From an optimization exercise on the open Yosys and OpenROAD flow, aimed at small area, a short achievable clock period and few clock cycles per item; shortcuts taken in it are not production practice.
Where RTL was checked, it was by simulation tests only, not by an equivalence proof against the original.

Setup of v49:
Design sha256, start of the top module:
module sha256 (Clk, Reset, Start, Chunk, Digest, DigestReady);
export LEC_CHECK = 0
export ABC_CLOCK_PERIOD_IN_PS = 3000
export CAP_MARGIN = 20
export CORE_MARGIN = 2
export CORE_UTILIZATION = 40
export SETUP_SLACK_MARGIN = 5
export SLEW_MARGIN = 20
create_clock -name core_clock -period 10.0 [get_ports {Clk}]
standard.sh (not shown) runs the stock make flow with config.mk's settings and CLKGATE_MAP_FILE= SYNTH_SCRIPT=/design/flow/synth_recipe.tcl, a recipe that flattens the netlist after the stock synthesis.
==> flow/flow/run.sh <==
#!/bin/bash
# The standard layout (the standard.sh), with the port buffers inserted
# before placement made from the smallest buffer instead of the resizer's
# default pick. Everything else is the standard ORFS flow.
set -euo pipefail
bash standard.sh "BUFFER_PORTS_ARGS=-buffer_cell sky130_fd_sc_hd__buf_1" finish > standard_flow.log 2>&1
v49: no failed stages, no open violations at the end
For v53, these inputs were changed with respect to v49:
==> flow/flow/run.sh <==
#!/bin/bash
# The standard layout (the standard.sh), with the port buffers inserted
# before placement made from the smallest buffer instead of the resizer's
# default pick. Everything else is the standard ORFS flow.
set -euo pipefail
bash standard.sh "BUFFER_PORTS_ARGS=-buffer_cell sky130_fd_sc_hd__buf_1" SETUP_SLACK_MARGIN=6.5 finish > standard_flow.log 2>&1
## What came out
v49 | status: complete | timing, DRC, antenna: pass
Looking at the reports, v53 completed the entire flow and the layout it produced met the timing, design-rule and antenna checks.
v53 vs v49 — longest individual stage delay on the worst path dropped 40 ps.
v53 vs v49 — count of clock-buffer cells in the layout climbed by a little under 10%
Final cell count delta for v53 relative to v49: 247 higher
v53 against v49: final hold slack shows an increase of 37 ps, instance count after placement with tap cells included shows no meaningful change, number of fillers in the final layout shows a reduction of about 7%, fraction of met2 tracks used by global routing shows a reduction of 0.79 points, setup slack shows a reduction of 160 ps.
v53 -> v49: synthesized-area fraction occupied by ao, oa, aoi and oai cells delta 0, exact match
[inputs] v54 vs v53
- SETUP_SLACK_MARGIN: 5 -> 0
==> flow/run.sh (new file) <==
#!/bin/bash
# synth_recipe.tcl (not shown) runs the flow's synth.tcl, then flattens the netlist and writes it again
# the make line also repeats each setting of config.mk as NAME=value (left out here)
make -C /OpenROAD-flow-scripts/flow DESIGN_CONFIG=/design/flow/config.mk WORK_HOME=/design/flow/orfs CLKGATE_MAP_FILE= SYNTH_SCRIPT=/design/flow/synth_recipe.tcl finish
removed: flow/flow/run.sh
removed: flow/standard.sh
Notes after the runs:
On largest net degree at the start of global routing: v54 sits above v53. Compare v53 and v54 | final worst-path cycle share higher: v54. v53 → v54: routed wire length on met3 has decreased. A termination of the worst setup path of Digest[62] is what v54 shows, while Digest[159] belongs to v53.
#### Input delta (v52 over v54)
- a change of SETUP_SLACK_MARGIN from 0 to 5
Notes after the runs:
There was hardly any difference in endpoint required time on the critical path between v52 and v54.
v52 against v54: post-layout utilization of the core picked up an extra 2.9 points; clock skew picked up an extra 16 ps; routed wire length on met2 picked up an extra 2.2%; non-clock buffer count picked up an extra about 43%.
The global-route usage of v52 exceeds that of v54 by 0.50 points.
No functional check of the RTL was part of any run of this note.

* * *

== v18 ==
sha256, a different RTL version from the one above (not shown whole).
For scale: roughly 870 flip-flops, roughly 770 I/O pins, ~53000 sq um of cells after synthesis.
clock: 10.0 ns
lec_check: 0
abc_clock_period_in_ps: 3000
cap_margin: 20
core_margin: 2
core_utilization: 45
cts_cluster_diameter: 80
cts_cluster_size: 20
setup_slack_margin: 5
slew_margin: 20
==> flow/flow/run.sh <==
#!/bin/bash
# The standard layout (the standard.sh), with the port buffers inserted
# before placement made from the smallest buffer instead of the resizer's
# default pick. Everything else is the standard ORFS flow.
set -euo pipefail
bash standard.sh "BUFFER_PORTS_ARGS=-buffer_cell sky130_fd_sc_hd__buf_1" SETUP_SLACK_MARGIN=6 finish > standard_flow.log 2>&1
v18 ran to completion and came out clean on the timing, design-rule and antenna checks.
## Diff of input files: v23 against v18
--- a/flow/flow/run.sh
+++ b/flow/flow/run.sh
@@ -4,3 +4,3 @@
 # default pick. Everything else is the standard ORFS flow.
 set -euo pipefail
-bash standard.sh "BUFFER_PORTS_ARGS=-buffer_cell sky130_fd_sc_hd__buf_1" SETUP_SLACK_MARGIN=6 finish > standard_flow.log 2>&1
+bash standard.sh "BUFFER_PORTS_ARGS=-buffer_cell sky130_fd_sc_hd__buf_1" finish > standard_flow.log 2>&1
- v23 against v18: worst hold slack now sits at about the same level, worst reg-to-reg setup slack fell by 0.16 ns.
For v29, these inputs were changed with respect to v23:
--- a/flow/config.mk
+++ b/flow/config.mk
@@ -12,4 +12,4 @@
 export CTS_CLUSTER_DIAMETER = 80
 export CTS_CLUSTER_SIZE = 20
-export SETUP_SLACK_MARGIN = 5
+export SETUP_SLACK_MARGIN = 4.5
 export SLEW_MARGIN = 20
[summary]
Measured against each other, v23 and v29 differ in arrival time at the worst endpoint, the lower figure coming from v23. v29 against v23; final cell count is down slightly.
No run of this note included a check of the RTL's function; only the layout flow was run.

* * *

sha256, a different RTL version from the one above (not shown whole).
Size: roughly 840 flip-flops, roughly 48,000 um2 of cells after synthesis.
Settings: LEC_CHECK=0, ABC_CLOCK_PERIOD_IN_PS=3000, CAP_MARGIN=20, CORE_MARGIN=2, CORE_UTILIZATION=55, CTS_CLUSTER_DIAMETER=60, CTS_CLUSTER_SIZE=30, SETUP_SLACK_MARGIN=5, SLEW_MARGIN=20; clock period 10.0 ns.
==> flow/flow/run.sh <==
#!/bin/bash
# The standard layout (the standard.sh) with two changes:
#  - the port buffers inserted before placement are made from the smallest
#    buffer instead of the resizer's default pick;
#  - Yosys's synth skips its internal quick ABC pass (-noabc), so that the
#    full adders ORFS extracts from the carry-save logic keep the polarity
#    the RTL gives them instead of gaining inverters between them. ORFS's
#    own ABC mapping after adder extraction runs as usual.
set -euo pipefail
bash standard.sh "BUFFER_PORTS_ARGS=-buffer_cell sky130_fd_sc_hd__buf_1" "SYNTH_ARGS=-noabc" finish > standard_flow.log 2>&1
Testbench counts at the start, summed over its fixed seeds: cycles 16,640, hashes 256.
Next try:
- CORE_UTILIZATION: 55 -> 50
- CTS_CLUSTER_DIAMETER: 60 -> 80
- CTS_CLUSTER_SIZE: 30 -> 20
What happened:
- The changed run finished with timing, DRC and antenna clean
- final cell count grows slightly
- synthesized area does not change
- setup slack gains 0.035 ns
- synthesized cell count does not change
- via count shrinks slightly
- wire length grows by a few percent
- global-route usage shrinks by 2.3 points
Next try:
==> flow/flow/run.sh (replaced) <==
#!/bin/bash
# The standard layout (the standard.sh), with the port buffers inserted
# before placement made from the smallest buffer instead of the resizer's
# default pick. Everything else is the standard ORFS flow.
set -euo pipefail
bash standard.sh "BUFFER_PORTS_ARGS=-buffer_cell sky130_fd_sc_hd__buf_1" finish > standard_flow.log 2>&1
The changed run completed without violations.
Routed wire length goes up by about 2.3%.
Worst setup slack got worse by 0.020 ns.
Die area came out higher by about 2.6%.
Via count climbs by about 2.7%.
Utilization came out lower by 0.59 points.
Fmax goes down by about 0.4%.
Hold slack stays flat.
Non-clock buffer count went down by 34.
Next try:
==> flow/flow/run.sh (replaced) <==
#!/bin/bash
# The standard layout (the standard.sh) with two changes:
#  - the port buffers inserted before placement are made from the smallest
#    buffer instead of the resizer's default pick;
#  - Yosys's synth skips its internal quick ABC pass (-noabc), so that the
#    full adders ORFS extracts from the carry-save logic keep the polarity
#    the RTL gives them instead of gaining inverters between them. ORFS's
#    own ABC mapping after adder extraction runs as usual.
set -euo pipefail
bash standard.sh "BUFFER_PORTS_ARGS=-buffer_cell sky130_fd_sc_hd__buf_1" "SYNTH_ARGS=-noabc" finish > standard_flow.log 2>&1
- CORE_UTILIZATION: 50 -> 58
Result:
- The new run passed the timing, design-rule and antenna checks
- via count drops by 1.8%
- cell count is lower by 6.9%
- routed wire length fell by 7.1%
- global-route usage goes up by 3.3 points
- critical path depth increases by 1
- die area came out lower by 16%
Next try:
- CORE_UTILIZATION: 58 -> 55
- TNS_END_PERCENT: not set -> 20
Worst setup slack is worse by 0.13 ns.
Via count went down by 0.91%.
Non-clock buffer count is lower by 26.
Sequential share of layout area increases by 0.12 points.
First-iteration DRC count drops by 6.3%.
Die area grows by 5.4%.
Final area drops by 0.42%.
Count of clock-buffer cells in the layout went down by 2.
Global-route usage shrinks by 1.4 points.
Next try:
--- a/flow/flow/run.sh
+++ b/flow/flow/run.sh
@@ -9,2 +9,2 @@
 set -euo pipefail
-bash standard.sh "BUFFER_PORTS_ARGS=-buffer_cell sky130_fd_sc_hd__buf_1" "SYNTH_ARGS=-noabc" finish > standard_flow.log 2>&1
+bash standard.sh "BUFFER_PORTS_ARGS=-buffer_cell sky130_fd_sc_hd__buf_1" "SYNTH_ARGS=-noabc" SETUP_SLACK_MARGIN=5.5 finish > standard_flow.log 2>&1
- TNS_END_PERCENT: 20 -> not set
Worst setup slack gains 0.15 ns.
Worst hold slack got worse by 0.0057 ns.
Via count went up by 2.4%.
Die area stays the same.
Routed wire length came out higher by 2.1%.
First-iteration DRC count is about the same.
Synthesized area does not change.
Maximum frequency rises by 3.1%.
Cell area is higher by 3.4%.

* * *

Setup of old:
The RTL this note starts from:
==> flow/design.v <==
module k_constants (Addr, K);    
    input [5:0] Addr;
    output [31:0] K;
    reg [31:0] current_k;
    assign K = current_k;
    always @ (Addr) begin : addr_mux
        case(Addr)
          00: current_k = 32'h428a2f98;    01: current_k = 32'h71374491;
          02: current_k = 32'hb5c0fbcf;    03: current_k = 32'he9b5dba5;
          04: current_k = 32'h3956c25b;    05: current_k = 32'h59f111f1;
          06: current_k = 32'h923f82a4;    07: current_k = 32'hab1c5ed5;
          08: current_k = 32'hd807aa98;    09: current_k = 32'h12835b01;
          10: current_k = 32'h243185be;    11: current_k = 32'h550c7dc3;
          12: current_k = 32'h72be5d74;    13: current_k = 32'h80deb1fe;
          14: current_k = 32'h9bdc06a7;    15: current_k = 32'hc19bf174;
          16: current_k = 32'he49b69c1;    17: current_k = 32'hefbe4786;
          18: current_k = 32'h0fc19dc6;    19: current_k = 32'h240ca1cc;
          20: current_k = 32'h2de92c6f;    21: current_k = 32'h4a7484aa;
          22: current_k = 32'h5cb0a9dc;    23: current_k = 32'h76f988da;
          24: current_k = 32'h983e5152;    25: current_k = 32'ha831c66d;
          26: current_k = 32'hb00327c8;    27: current_k = 32'hbf597fc7;
          28: current_k = 32'hc6e00bf3;    29: current_k = 32'hd5a79147;
          30: current_k = 32'h06ca6351;    31: current_k = 32'h14292967;
          32: current_k = 32'h27b70a85;    33: current_k = 32'h2e1b2138;
          34: current_k = 32'h4d2c6dfc;    35: current_k = 32'h53380d13;
          36: current_k = 32'h650a7354;    37: current_k = 32'h766a0abb;
          38: current_k = 32'h81c2c92e;    39: current_k = 32'h92722c85;
          40: current_k = 32'ha2bfe8a1;    41: current_k = 32'ha81a664b;
          42: current_k = 32'hc24b8b70;    43: current_k = 32'hc76c51a3;
          44: current_k = 32'hd192e819;    45: current_k = 32'hd6990624;
          46: current_k = 32'hf40e3585;    47: current_k = 32'h106aa070;
          48: current_k = 32'h19a4c116;    49: current_k = 32'h1e376c08;
          50: current_k = 32'h2748774c;    51: current_k = 32'h34b0bcb5;
          52: current_k = 32'h391c0cb3;    53: current_k = 32'h4ed8aa4a;
          54: current_k = 32'h5b9cca4f;    55: current_k = 32'h682e6ff3;
          56: current_k = 32'h748f82ee;    57: current_k = 32'h78a5636f;
          58: current_k = 32'h84c87814;    59: current_k = 32'h8cc70208;
          60: current_k = 32'h90befffa;    61: current_k = 32'ha4506ceb;
          62: current_k = 32'hbef9a3f7;    63: current_k = 32'hc67178f2;
        endcase
    end
endmodule
module calc_w (W0, W1, W9, W14, WOut);
    input  [31:0] W0, W1, W9, W14;
    output [31:0] WOut;
    wire [31:0] s0 = {W1[6:0], W1[31:7]} ^ {W1[17:0], W1[31:18]} ^ (W1 >> 3);
    wire [31:0] s1 = {W14[16:0], W14[31:17]} ^ {W14[18:0], W14[31:19]} ^ (W14 >> 10);
    wire [31:0] x1s, x1c, x2s, x2c;
    csa32 c1 (W0, W9, s0, x1s, x1c);
    csa32 c2 (x1s, x1c, s1, x2s, x2c);
    assign WOut = x2s + x2c;
endmodule
module hash_algorithm (HKW, DHKW, A, B, C, E, F, G, AOut, EOut);
    input  [31:0] HKW, DHKW, A, B, C, E, F, G;
    output [31:0] AOut, EOut;
    wire [31:0] s1  = {E[5:0], E[31:6]} ^ {E[10:0], E[31:11]} ^ {E[24:0], E[31:25]};
    wire [31:0] ch  = (E & F) ^ (~E & G);
    wire [31:0] s0  = {A[1:0], A[31:2]} ^ {A[12:0], A[31:13]} ^ {A[21:0], A[31:22]};
    wire [31:0] maj = (A & B) | (C & (A | B));
    wire [31:0] es, ec;
    csa32 ce (DHKW, s1, ch, es, ec);
    assign EOut = es + ec;
    wire [31:0] x1s, x1c, x2s, x2c, x3s, x3c;
    csa32 c1 (HKW, ch, maj, x1s, x1c);
    csa32 c2 (x1s, x1c, s1, x2s, x2c);
    csa32 c3 (x2s, x2c, s0, x3s, x3c);
    assign AOut = x3s + x3c;
endmodule
module csa32 (X, Y, Z, S, C);
    input  [31:0] X, Y, Z;
    output [31:0] S, C;
    wire [31:0] m = (X & Y) | (Z & (X | Y));
    assign S = X ^ Y ^ Z;
    assign C = {m[30:0], 1'b0};
endmodule
module sha256 (Clk, Reset, Start, Chunk, Digest, DigestReady);
    input          Clk;
    input          Reset;
    input          Start;
    input  [511:0] Chunk;
    output [255:0] Digest;
    output reg     DigestReady;
    localparam [31:0] H0A = 32'h6a09e667, H0B = 32'hbb67ae85,
                      H0C = 32'h3c6ef372, H0D = 32'ha54ff53a,
                      H0E = 32'h510e527f, H0F = 32'h9b05688c,
                      H0G = 32'h1f83d9ab, H0H = 32'h5be0cd19;
    localparam [31:0] K0  = 32'h428a2f98, K1  = 32'h71374491,
                      K63 = 32'hc67178f2;
    reg         busy;                  
    reg  [5:0]  cnt;                   
    reg  [31:0] kreg;                  
    reg  [31:0] a, b, c, d, e, f, g, h;
    reg  [31:0] hkw, dhkw;             
    reg  [31:0] w [0:15];              
    wire [31:0] k, w_new, a_new, e_new;
    wire        last = busy && (cnt == 6'd1);     
    k_constants    kc (cnt, k);
    calc_w         cw (w[0], w[1], w[9], w[14], w_new);
    hash_algorithm ha (hkw, dhkw, a, b, c, e, f, g, a_new, e_new);
    wire [31:0] p1s, p1c, p2s, p2c, p3s, p3c;
    wire [31:0] dfix = (cnt == 6'd0) ? H0E - H0A : 32'd0;
    csa32 p1 (g, kreg, w[1], p1s, p1c);
    csa32 p2 (p1s, p1c, c, p2s, p2c);
    csa32 p3 (p2s, p2c, dfix, p3s, p3c);
    wire [31:0] w0 = Chunk[511:480];
    always @(posedge Clk, negedge Reset) begin
        if (!Reset) begin
            busy        <= 1'b0;
            cnt         <= 6'd2;
            DigestReady <= 1'b0;
        end else begin
            cnt <= busy ? cnt + 6'd1 : 6'd2;
            if (busy) begin
                if (last) begin
                    busy        <= 1'b0;
                    DigestReady <= 1'b1;
                end
            end else if (Start) begin
                busy        <= 1'b1;
                DigestReady <= 1'b0;
            end
        end
    end
    integer i;
    always @(posedge Clk) begin
        if (busy) begin
            kreg <= last ? K0 : (cnt == 6'd63) ? K63 + H0A : k;
            hkw  <= p1s + p1c;
            dhkw <= p3s + p3c;
            for (i = 0; i < 15; i = i + 1) w[i] <= w[i + 1];
            w[15] <= w_new;
            if (last) begin
                {a, b, c, d} <= {a_new, a + H0B, b + H0C, c + H0D};
                {e, f, g, h} <= {e_new, e + H0F, f + H0G, g + H0H};
            end else begin
                {a, b, c, d} <= {a_new, a, b, c};
                {e, f, g, h} <= {e_new, e, f, g};
            end
        end else begin
            kreg <= Start ? K1 : K0;
            hkw  <= w0 + (H0H + K0);
            dhkw <= w0 + (H0D + H0H + K0);
            for (i = 0; i < 16; i = i + 1) w[i] <= Chunk[511 - 32*i -: 32];
            if (Start) begin
                {a, b, c, d} <= {H0A, H0B, H0C, H0D};
                {e, f, g, h} <= {H0E, H0F, H0G, H0H};
            end
        end
    end
    assign Digest = {a, b, c, d, e, f, g, h};
endmodule
Settings: LEC_CHECK=0, ABC_CLOCK_PERIOD_IN_PS=3000, CAP_MARGIN=20, CORE_MARGIN=2, CORE_UTILIZATION=40, SETUP_SLACK_MARGIN=5, SLEW_MARGIN=20; clock period 10.0 ns.
==> flow/flow/run.sh <==
#!/bin/bash
# The standard layout (the standard.sh), with the port buffers inserted
# before placement made from the smallest buffer instead of the resizer's
# default pick. Everything else is the standard ORFS flow.
set -euo pipefail
bash standard.sh "BUFFER_PORTS_ARGS=-buffer_cell sky130_fd_sc_hd__buf_1" finish > standard_flow.log 2>&1
old did not stop at any stage, and its layout met the timing, design-rule and antenna checks.
Testbench counts of old, summed over its fixed seeds: cycles 16,640, hashes 256.
#### Input delta (new over old)
# old
export LEC_CHECK = 0
export ABC_CLOCK_PERIOD_IN_PS = 3000
export CAP_MARGIN = 20
export CORE_MARGIN = 2
export CORE_UTILIZATION = 40
export SETUP_SLACK_MARGIN = 5
export SLEW_MARGIN = 20
create_clock -name core_clock -period 10.0 [get_ports {Clk}]
# new
export LEC_CHECK = 0
export ABC_CLOCK_PERIOD_IN_PS = 3000
export CAP_MARGIN = 20
export CORE_MARGIN = 2
export CORE_UTILIZATION = 45
export CTS_CLUSTER_DIAMETER = 80
export CTS_CLUSTER_SIZE = 20
export SETUP_SLACK_MARGIN = 5
export SLEW_MARGIN = 20
create_clock -name core_clock -period 10.0 [get_ports {Clk}]
### Flow results
| sum of routed wire length over all layers | new vs old | ≈ equal |
The run showing the smaller met1 capacity usage during global routing is old.
old has lower worst hold slack than new.
Changes observed in new relative to old: pin slew with the least headroom to its limit higher; number of standard cells in the final layout excluding fillers fell about 4%; number of setup violations in the final report shows no meaningful change; row count went down 6.0%; headroom to the max-slew limit decreased 2.0 points.
new against old: number of levels in the clock H-tree decreased by 1 relative to the old numbers.

[static timing again, ports no longer ideal]
In the flow no input, the clock included, has a driving cell. The finished layouts below were timed again as built, in two steps.
Step 1: set_driving_cell puts a clkbuf_16 on Clk and a buf_2 on each other input, an assumption about the parent block.
Step 2 times the ports against the registers' clock, not the clock port: input delays grow and output delays shrink by t, the midpoint of the rising clock arrivals with the driver on.
a / b / c = ideal ports / drivers / drivers and shift; a / b = the first two.
run	t, ns	setup slack, ns	worst setup path at the end	slew at the worst register clock pin (ns)	worst slew at a driven data input, ns
v49	0.818	4.552 / 4.474 / 4.817	register to register	0.07 / 0.07	0.15
v53	0.797	4.389 / 4.306 / 4.775	register to register	0.07 / 0.07	0.19
v54	0.811	3.642 / 3.570 / 4.099	register to register	0.07 / 0.07	0.17
v52	0.800	4.513 / 4.437 / 4.446	input to register	0.07 / 0.07	0.20
v18	0.766	5.202 / 5.202 / 5.056	input to register	0.10 / 0.10	0.15
v23	0.795	5.039 / 5.039 / 4.999	input to register	0.09 / 0.09	0.19
v29	0.801	4.576 / 4.576 / 4.576	register to register	0.09 / 0.09	0.20
the first run of note 3	0.718	5.077 / 5.077 / 5.077	register to register	0.11 / 0.11	0.13
the second run of note 3	0.750	5.111 / 5.111 / 4.831	input to register	0.09 / 0.09	0.18
the third run of note 3	0.775	5.092 / 5.092 / 5.092	register to register	0.10 / 0.10	0.18
the fourth run of note 3	0.716	5.114 / 5.114 / 5.114	register to register	0.09 / 0.09	0.16
the fifth run of note 3	0.724	4.980 / 4.980 / 4.563	input to register	0.09 / 0.09	0.17
the sixth run of note 3	0.724	5.132 / 5.132 / 5.132	register to register	0.10 / 0.10	0.22
old	0.818	5.083 / 5.083 / 5.083	register to register	0.07 / 0.07	0.15
new	0.766	5.081 / 5.081 / 5.072	input to register	0.09 / 0.09	0.16
After both steps setup and hold are still met in every run listed. The setup slack of the fifth run of note 3, which loses most, moves by 0.000 ns with the drivers and by -0.417 ns with both steps.
